Source: an optimization exercise on an open RTL-to-GDS flow (aim: small area). Production flows keep margins and buffers that such runs may drop. In this exercise RTL edits were held to simulation tests only and were not proved equivalent to the original. No activity file was given, so power comes from the tool's default toggle rates.

Setup of job 333:
Design riscv_core, start of the top module:
module riscv_core (
    input  wire        clk,
    input  wire        rst,           
    output wire [31:0] imem_addr,     
    input  wire [31:0] imem_rdata,    
    output wire [31:0] dmem_addr,     
    output wire [31:0] dmem_wdata,    
    output wire        dmem_we,       
    output wire        dmem_re,       
    input  wire [31:0] dmem_rdata     
);
Size in the first run: ~3,900 cells after synthesis.
==> flow/config.mk <==
export PLATFORM = sky130hd
export DESIGN_NAME = riscv_core
export DESIGN_NICKNAME = riscv_core
export VERILOG_FILES = /design/flow/design.v
export SDC_FILE = /design/flow/constraint.sdc
export NUM_CORES = 8
export LEC_CHECK = 0
export CAP_MARGIN = 20
export CORE_MARGIN = 2
export CORE_UTILIZATION = 58
export GPL_TIMING_DRIVEN = 0
export PLACE_DENSITY = 0.65
export SETUP_SLACK_MARGIN = 0.6
export SLEW_MARGIN = 20
export SYNTH_HIERARCHICAL = 1
export SYNTH_MINIMUM_KEEP_SIZE = 0
==> flow/constraint.sdc <==
create_clock -name core_clock -period 11.0 [get_ports {clk}]
set_input_delay 2.2000 -clock core_clock [delete_from_list [all_inputs] [get_ports {clk}]]
set_output_delay 2.2000 -clock core_clock [all_outputs]
set_load 0.01 [all_outputs]
standard.sh (not shown) runs the stock make flow with config.mk's settings and CLKGATE_MAP_FILE= SYNTH_SCRIPT=/design/flow/synth_recipe.tcl, a recipe that flattens the netlist after the stock synthesis.
==> flow/flow/run.sh <==
#!/bin/bash
# Layout flow: the standard synthesis and layout (standard.sh), with
# these changes to how the layout is made:
#   - the port buffers are the smallest buffer cell (sky130 buf_1)
#     instead of the flow's default pick;
#   - clock tree: sinks clustered by 25 within 70 um, and no dummy
#     loads added to the clock tree;
# Each step's full output goes to its own log file here; ORFS writes
# its per-stage logs under orfs/logs/.
set -euo pipefail

bash standard.sh synth > synth.log 2>&1

bash standard.sh \
    "BUFFER_PORTS_ARGS=-buffer_cell sky130_fd_sc_hd__buf_1" \
    "CTS_ARGS=-sink_clustering_enable -repair_clock_nets -dont_use_dummy_load -sink_clustering_size 25 -sink_clustering_max_diameter 70" \
    finish > layout.log 2>&1
> inputs changed (job 333 -> job 5386)
- CORE_UTILIZATION: 58 -> 55
- PLACE_DENSITY: 0.65 -> 0.6
- SETUP_SLACK_MARGIN: 0.6 -> 0.4
==> flow/flow/run.sh <==
#!/bin/bash
# Layout flow: the standard synthesis and layout (standard.sh), with
# these changes to how the layout is made:
#   - the port buffers are small buffer cells instead of the flow's
#     default pick: buf_2 on inputs, buf_1 on outputs (flow/out_buffers.tcl);
#   - clock tree: sinks clustered by 30 within 75 um, and no dummy
#     loads added to the clock tree;
# Each step's full output goes to its own log file here; ORFS writes
# its per-stage logs under orfs/logs/.
set -euo pipefail

bash standard.sh synth > synth.log 2>&1

bash standard.sh \
    "BUFFER_PORTS_ARGS=-inputs -buffer_cell sky130_fd_sc_hd__buf_2" \
    "PRE_GLOBAL_PLACE_TCL=$PWD/flow/out_buffers.tcl" \
    "CTS_ARGS=-sink_clustering_enable -repair_clock_nets -dont_use_dummy_load -sink_clustering_size 30 -sink_clustering_max_diameter 75" \
    finish > layout.log 2>&1
==> flow/flow/out_buffers.tcl (new file) <==
# Run by ORFS before global placement (PRE_GLOBAL_PLACE_TCL): buffer the
# output ports with sky130 buf_1 (the input ports get buf_2 through
# BUFFER_PORTS_ARGS in run.sh).
buffer_ports -outputs -buffer_cell sky130_fd_sc_hd__buf_1
## What came out
Job 5386 completed end to end with timing, DRC and antenna clean.
The run showing the greater wire length is job 5386.
Job 333 → job 5386: cell area went down, highest clock rate went down.
When the final numbers for job 5386 and job 333 were put side by side, the final period utilization turned out to be greater in job 5386.
In job 5386 relative to job 333, count of clock-buffer cells in the layout had gone down by a little under 10%.
Global-route usage (lower): job 5386
Higher met2 track utilization from global routing among job 5386 and job 333: job 333
Looking only at logic depth of the worst register-to-register path, and setting everything else aside, the lower value of job 5386 and job 333 goes to job 333.
Min clock network power share across job 5386 and job 333: job 5386
Job 5386 vs job 333 — number of cells in the design after placement climbed slightly
The number of buffers inserted during clock tree synthesis in job 5386 is 0.927 times that in job 333.
### job 5386 -> job 1366
- a deleted GPL_TIMING_DRIVEN that had been 0
- a change of SETUP_SLACK_MARGIN from 0.4 to 0.2
==> flow/flow/run.sh <==
#!/bin/bash
# Layout flow: the standard synthesis and layout (standard.sh), with
# these changes to how the layout is made:
#   - the port buffers are the smallest buffer cell (sky130 buf_1)
#     instead of the flow's default pick;
#   - clock tree: sinks clustered by 25 within 70 um, and no dummy
#     loads added to the clock tree;
# Each step's full output goes to its own log file here; ORFS writes
# its per-stage logs under orfs/logs/.
set -euo pipefail

bash standard.sh synth > synth.log 2>&1

bash standard.sh \
    "BUFFER_PORTS_ARGS=-buffer_cell sky130_fd_sc_hd__buf_1" \
    "CTS_ARGS=-sink_clustering_enable -repair_clock_nets -dont_use_dummy_load -sink_clustering_size 25 -sink_clustering_max_diameter 70" \
    finish > layout.log 2>&1
removed: flow/flow/out_buffers.tcl
Job 1366 | status: complete | timing, DRC, antenna: pass. | total power | job 1366 vs job 5386 | worse |. [compare] base=job 5386 new=job 1366: maximum level of the CTS H-tree did not really move, least setup slack across all paths after layout went up. Taking job 5386 as the reference, in job 1366 worst clock skew decreased 20 ps, utilization after layout saw an increase. Compared with job 5386, job 1366 shows a fmax that is 1.3% higher. Changes observed in job 1366 relative to job 5386: net count of the finished layout up about 2.7%; pre-CTS setup slack up 590 ps; number of non-clock buffers in the layout up 112. [compare] base=job 5386 new=job 1366: combinational power has remained practically unchanged, post-route fraction of the period consumed by the critical path has decreased.
What job 8256 does differently from job 1366 at the input level:
- GPL_TIMING_DRIVEN now 0, previously not set
==> flow/flow/run.sh <==
#!/bin/bash
# Layout flow: the standard synthesis and layout (standard.sh), with
# these changes to how the layout is made:
#   - the port buffers are small buffer cells instead of the flow's
#     default pick: buf_2 on inputs, buf_1 on outputs (flow/out_buffers.tcl);
#   - clock tree: sinks clustered by 30 within 75 um, and no dummy
#     loads added to the clock tree;
# Each step's full output goes to its own log file here; ORFS writes
# its per-stage logs under orfs/logs/.
set -euo pipefail

bash standard.sh synth > synth.log 2>&1

bash standard.sh \
    "BUFFER_PORTS_ARGS=-inputs -buffer_cell sky130_fd_sc_hd__buf_2" \
    "PRE_GLOBAL_PLACE_TCL=$PWD/flow/out_buffers.tcl" \
    "CTS_ARGS=-sink_clustering_enable -repair_clock_nets -dont_use_dummy_load -sink_clustering_size 30 -sink_clustering_max_diameter 75" \
    finish > layout.log 2>&1
==> flow/flow/out_buffers.tcl (new file) <==
# Run by ORFS before global placement (PRE_GLOBAL_PLACE_TCL): buffer the
# output ports with sky130 buf_1 (the input ports get buf_2 through
# BUFFER_PORTS_ARGS in run.sh).
buffer_ports -outputs -buffer_cell sky130_fd_sc_hd__buf_1
Notes after the runs:
Diff job 1366 and job 8256: share of total power in the clock network lower in job 8256
In the reports for job 1366 and job 8256, the smaller worst hold slack belongs to job 8256.
End point of the critical path = dmem_addr[31]: job 1366; end point of the critical path = dmem_addr[30]: job 8256
~same fraction of area in clock buffers and inverters in job 1366 and job 8256

========
== build 74 ==
riscv_core again, from the RTL that the note above started with.
==> flow/config.mk <==
export PLATFORM = sky130hd
export DESIGN_NAME = riscv_core
export DESIGN_NICKNAME = riscv_core
export VERILOG_FILES = /design/flow/design.v
export SDC_FILE = /design/flow/constraint.sdc
export NUM_CORES = 8
export LEC_CHECK = 0
export CAP_MARGIN = 20
export CORE_MARGIN = 2
export CORE_UTILIZATION = 55
export GPL_TIMING_DRIVEN = 0
export PLACE_DENSITY = 0.6
export SETUP_SLACK_MARGIN = 0.6
export SLEW_MARGIN = 20
export SYNTH_HIERARCHICAL = 1
export SYNTH_MINIMUM_KEEP_SIZE = 0
==> flow/constraint.sdc <==
create_clock -name core_clock -period 11.0 [get_ports {clk}]
set_input_delay 2.2000 -clock core_clock [delete_from_list [all_inputs] [get_ports {clk}]]
set_output_delay 2.2000 -clock core_clock [all_outputs]
set_load 0.01 [all_outputs]
==> flow/flow/run.sh <==
#!/bin/bash
# Layout flow: the standard synthesis and layout (standard.sh), with
# these changes to how the layout is made:
#   - the port buffers are the smallest buffer cell (sky130 buf_1)
#     instead of the flow's default pick;
#   - clock tree: sinks clustered by 25 within 70 um, and no dummy
#     loads added to the clock tree;
# Each step's full output goes to its own log file here; ORFS writes
# its per-stage logs under orfs/logs/.
set -euo pipefail

bash standard.sh synth > synth.log 2>&1

bash standard.sh \
    "BUFFER_PORTS_ARGS=-buffer_cell sky130_fd_sc_hd__buf_1" \
    "CTS_ARGS=-sink_clustering_enable -repair_clock_nets -dont_use_dummy_load -sink_clustering_size 25 -sink_clustering_max_diameter 70" \
    finish > layout.log 2>&1
Build 74 completed; timing, DRC and antenna clean
Here is what was changed in the inputs of build 70 compared with build 74.
# build 74
export LEC_CHECK = 0
export CAP_MARGIN = 20
export CORE_MARGIN = 2
export CORE_UTILIZATION = 55
export GPL_TIMING_DRIVEN = 0
export PLACE_DENSITY = 0.6
export SETUP_SLACK_MARGIN = 0.6
export SLEW_MARGIN = 20
export SYNTH_HIERARCHICAL = 1
export SYNTH_MINIMUM_KEEP_SIZE = 0
create_clock -name core_clock -period 11.0 [get_ports {clk}]
# build 70
export LEC_CHECK = 0
export CAP_MARGIN = 20
export CORE_MARGIN = 2
export CORE_UTILIZATION = 55
export GPL_TIMING_DRIVEN = 0
export PLACE_DENSITY = 0.6
export SETUP_SLACK_MARGIN = 0.4
export SLEW_MARGIN = 20
export SYNTH_HIERARCHICAL = 1
export SYNTH_MINIMUM_KEEP_SIZE = 0
create_clock -name core_clock -period 11.0 [get_ports {clk}]
--- a/flow/flow/run.sh
+++ b/flow/flow/run.sh
@@ -4 +4 @@
-#   - the port buffers are the smallest buffer cell (sky130 buf_1)
+#   - the port buffers are a small buffer cell (sky130 buf_2)
@@ -15 +15 @@
-    "BUFFER_PORTS_ARGS=-buffer_cell sky130_fd_sc_hd__buf_1" \
+    "BUFFER_PORTS_ARGS=-buffer_cell sky130_fd_sc_hd__buf_2" \
Findings:
Delta (build 70 minus build 74): non-clock buffer count now sits higher; layout multi-input combinational cell count now sits at about the same level. When build 70 is measured against build 74, its final non-filler cell area turns out about 0.3% higher. Per the comparison of build 70 with build 74, share of total power consumed by net switching flat, global-route usage over all layers roughly the same, final worst slack now sits lower, power essentially unchanged, proportion of final cell area spent on non-clock buffers up 0.43 points.
For build 19, these inputs were changed with respect to build 70:
# build 70
export LEC_CHECK = 0
export CAP_MARGIN = 20
export CORE_MARGIN = 2
export CORE_UTILIZATION = 55
export GPL_TIMING_DRIVEN = 0
export PLACE_DENSITY = 0.6
export SETUP_SLACK_MARGIN = 0.4
export SLEW_MARGIN = 20
export SYNTH_HIERARCHICAL = 1
export SYNTH_MINIMUM_KEEP_SIZE = 0
create_clock -name core_clock -period 11.0 [get_ports {clk}]
# build 19
export LEC_CHECK = 0
export CAP_MARGIN = 20
export CORE_MARGIN = 2
export CORE_UTILIZATION = 55
export GPL_TIMING_DRIVEN = 0
export PLACE_DENSITY = 0.6
export SETUP_SLACK_MARGIN = 0.3
export SLEW_MARGIN = 20
export SYNTH_HIERARCHICAL = 1
export SYNTH_MINIMUM_KEEP_SIZE = 0
create_clock -name core_clock -period 11.0 [get_ports {clk}]
==> flow/flow/run.sh <==
#!/bin/bash
# Layout flow: the standard synthesis and layout (standard.sh), with
# these changes to how the layout is made:
#   - the port buffers are small buffer cells instead of the flow's
#     default pick: buf_2 on inputs, buf_1 on outputs (flow/out_buffers.tcl);
#   - clock tree: sinks clustered by 30 within 75 um, and no dummy
#     loads added to the clock tree;
# Each step's full output goes to its own log file here; ORFS writes
# its per-stage logs under orfs/logs/.
set -euo pipefail

bash standard.sh synth > synth.log 2>&1

bash standard.sh \
    "BUFFER_PORTS_ARGS=-inputs -buffer_cell sky130_fd_sc_hd__buf_2" \
    "PRE_GLOBAL_PLACE_TCL=$PWD/flow/out_buffers.tcl" \
    "CTS_ARGS=-sink_clustering_enable -repair_clock_nets -dont_use_dummy_load -sink_clustering_size 30 -sink_clustering_max_diameter 75" \
    finish > layout.log 2>&1
==> flow/flow/out_buffers.tcl (new file) <==
# Run by ORFS before global placement (PRE_GLOBAL_PLACE_TCL): buffer the
# output ports with sky130 buf_1 (the input ports get buf_2 through
# BUFFER_PORTS_ARGS in run.sh).
buffer_ports -outputs -buffer_cell sky130_fd_sc_hd__buf_1
[summary]
- Of the two candidates, build 70 has the worse leakage power of the design and build 19 the better one.
- Compared to build 70, build 19 reaches a lower achievable clock.
- Startpoint of the most critical setup path: imem_rdata[1] -> build 70, imem_rdata[22] -> build 19
- On total wirelength of the detailed-routed design, build 19 and build 70 are neck and neck.
The inputs of build 72 differ from those of build 19 as listed below.
# build 19
export LEC_CHECK = 0
export CAP_MARGIN = 20
export CORE_MARGIN = 2
export CORE_UTILIZATION = 55
export GPL_TIMING_DRIVEN = 0
export PLACE_DENSITY = 0.6
export SETUP_SLACK_MARGIN = 0.3
export SLEW_MARGIN = 20
export SYNTH_HIERARCHICAL = 1
export SYNTH_MINIMUM_KEEP_SIZE = 0
create_clock -name core_clock -period 11.0 [get_ports {clk}]
# build 72
export LEC_CHECK = 0
export CAP_MARGIN = 20
export CORE_MARGIN = 2
export CORE_UTILIZATION = 55
export GPL_TIMING_DRIVEN = 0
export PLACE_DENSITY = 0.6
export SETUP_SLACK_MARGIN = 0.6
export SLEW_MARGIN = 20
export SYNTH_HIERARCHICAL = 1
export SYNTH_MINIMUM_KEEP_SIZE = 0
create_clock -name core_clock -period 11.0 [get_ports {clk}]
--- a/flow/flow/run.sh
+++ b/flow/flow/run.sh
@@ -4,2 +4,2 @@
-#   - the port buffers are small buffer cells instead of the flow's
-#     default pick: buf_2 on inputs, buf_1 on outputs (flow/out_buffers.tcl);
+#   - the port buffers are the smallest buffer cell (sky130 buf_1)
+#     instead of the flow's default pick;
@@ -15,2 +15 @@
-    "BUFFER_PORTS_ARGS=-inputs -buffer_cell sky130_fd_sc_hd__buf_2" \
-    "PRE_GLOBAL_PLACE_TCL=$PWD/flow/out_buffers.tcl" \
+    "BUFFER_PORTS_ARGS=-buffer_cell sky130_fd_sc_hd__buf_1" \
removed: flow/flow/out_buffers.tcl
==> run notes <==
Delta (build 72 minus build 19): summed area of non-filler cells in the final layout picked up an extra 230 um^2; post-layout instance count excluding filler cells went up 33; via count of the first global-routing pass went down; number of antenna violations at the first check in global routing higher.
Build 19 → build 72: synthesized cell area essentially unchanged; worst setup slack increased 0.38 ns.
Fraction of power consumed by the clock network is lower on build 72
The power of build 72 and that of build 19 are within noise of each other.
Input changes introduced in build 1 (baseline for comparison: build 72):
--- a/flow/flow/run.sh
+++ b/flow/flow/run.sh
@@ -4,2 +4,2 @@
-#   - the port buffers are the smallest buffer cell (sky130 buf_1)
-#     instead of the flow's default pick;
+#   - the port buffers are small buffer cells instead of the flow's
+#     default pick: buf_2 on inputs, buf_1 on outputs (flow/out_buffers.tcl);
@@ -15 +15,2 @@
-    "BUFFER_PORTS_ARGS=-buffer_cell sky130_fd_sc_hd__buf_1" \
+    "BUFFER_PORTS_ARGS=-inputs -buffer_cell sky130_fd_sc_hd__buf_2" \
+    "PRE_GLOBAL_PLACE_TCL=$PWD/flow/out_buffers.tcl" \
==> flow/flow/out_buffers.tcl (new file) <==
# Run by ORFS before global placement (PRE_GLOBAL_PLACE_TCL): buffer the
# output ports with sky130 buf_1 (the input ports get buf_2 through
# BUFFER_PORTS_ARGS in run.sh).
buffer_ports -outputs -buffer_cell sky130_fd_sc_hd__buf_1
==> comparison <==
| power density of the placed cells | build 72 vs build 1 | ≈ equal |. In build 1 relative to build 72, via count of the first global-routing pass had gone down slightly. Share of the clock period used by the worst path after layout, build 72 and build 1: higher on build 72. Total chip power: build 72 and build 1 compared, lower one is build 72. Count of filler cells inserted in the layout: build 1 < build 72. When build 1 is set beside build 72, its cell-internal power turns out to be about 0.45% larger. In build 1, post-route minimum period is lower than in build 72. From build 72 to build 1 the numbers moved as follows: final-layout clock buffer total moved up; total iterations of the first detailed-routing run lost 1. Build 1 ended up with a higher wire length on met3 than build 72 did. The multi-input gate share of the layout cell area was comparable across build 72 and build 1.

## port drivers added, routing unchanged
The flow's constraints put no driver on any port. The routed layouts listed below were extracted and timed again, unchanged, in two steps.
Step 1: set_driving_cell puts a clkbuf_16 on clk and a buf_2 on each other input, an assumption about the parent block.
Step 2 adds t to the input delays and takes it off the output delays; t is the mean of the earliest and latest rising clock arrival at the registers after step 1. Input paths then give back, and output paths get back, about the clock's delay inside the block.
a / b / c = ideal / step 1 / step 2; a / b = the first two.
run	t, ns	setup slack, ns	worst setup path after step 2	worst slew at a driven data input, ns
job 333	0.709	0.503 / 0.455 / 0.184	input to register	0.12
job 5386	0.700	0.203 / 0.168 / -0.095	input to register	0.15
job 1366	0.720	0.345 / 0.260 / 0.260	input to output	0.16
job 8256	0.700	0.143 / 0.116 / -0.341	input to register	0.16
build 74	0.716	0.518 / 0.401 / 0.217	input to register	0.18
build 70	0.716	0.314 / 0.244 / -0.006	input to register	0.23
build 19	0.703	0.146 / 0.123 / -0.138	input to register	0.15
build 72	0.705	0.530 / 0.455 / 0.196	input to register	0.19
build 1	0.700	0.574 / 0.413 / 0.138	input to register	0.21
Met with ideal ports but missed after step 2: setup timing in job 5386, job 8256, build 70 and build 19. The setup slack of job 8256, which loses most, moves by -0.027 ns with the drivers and by -0.484 ns with both steps.
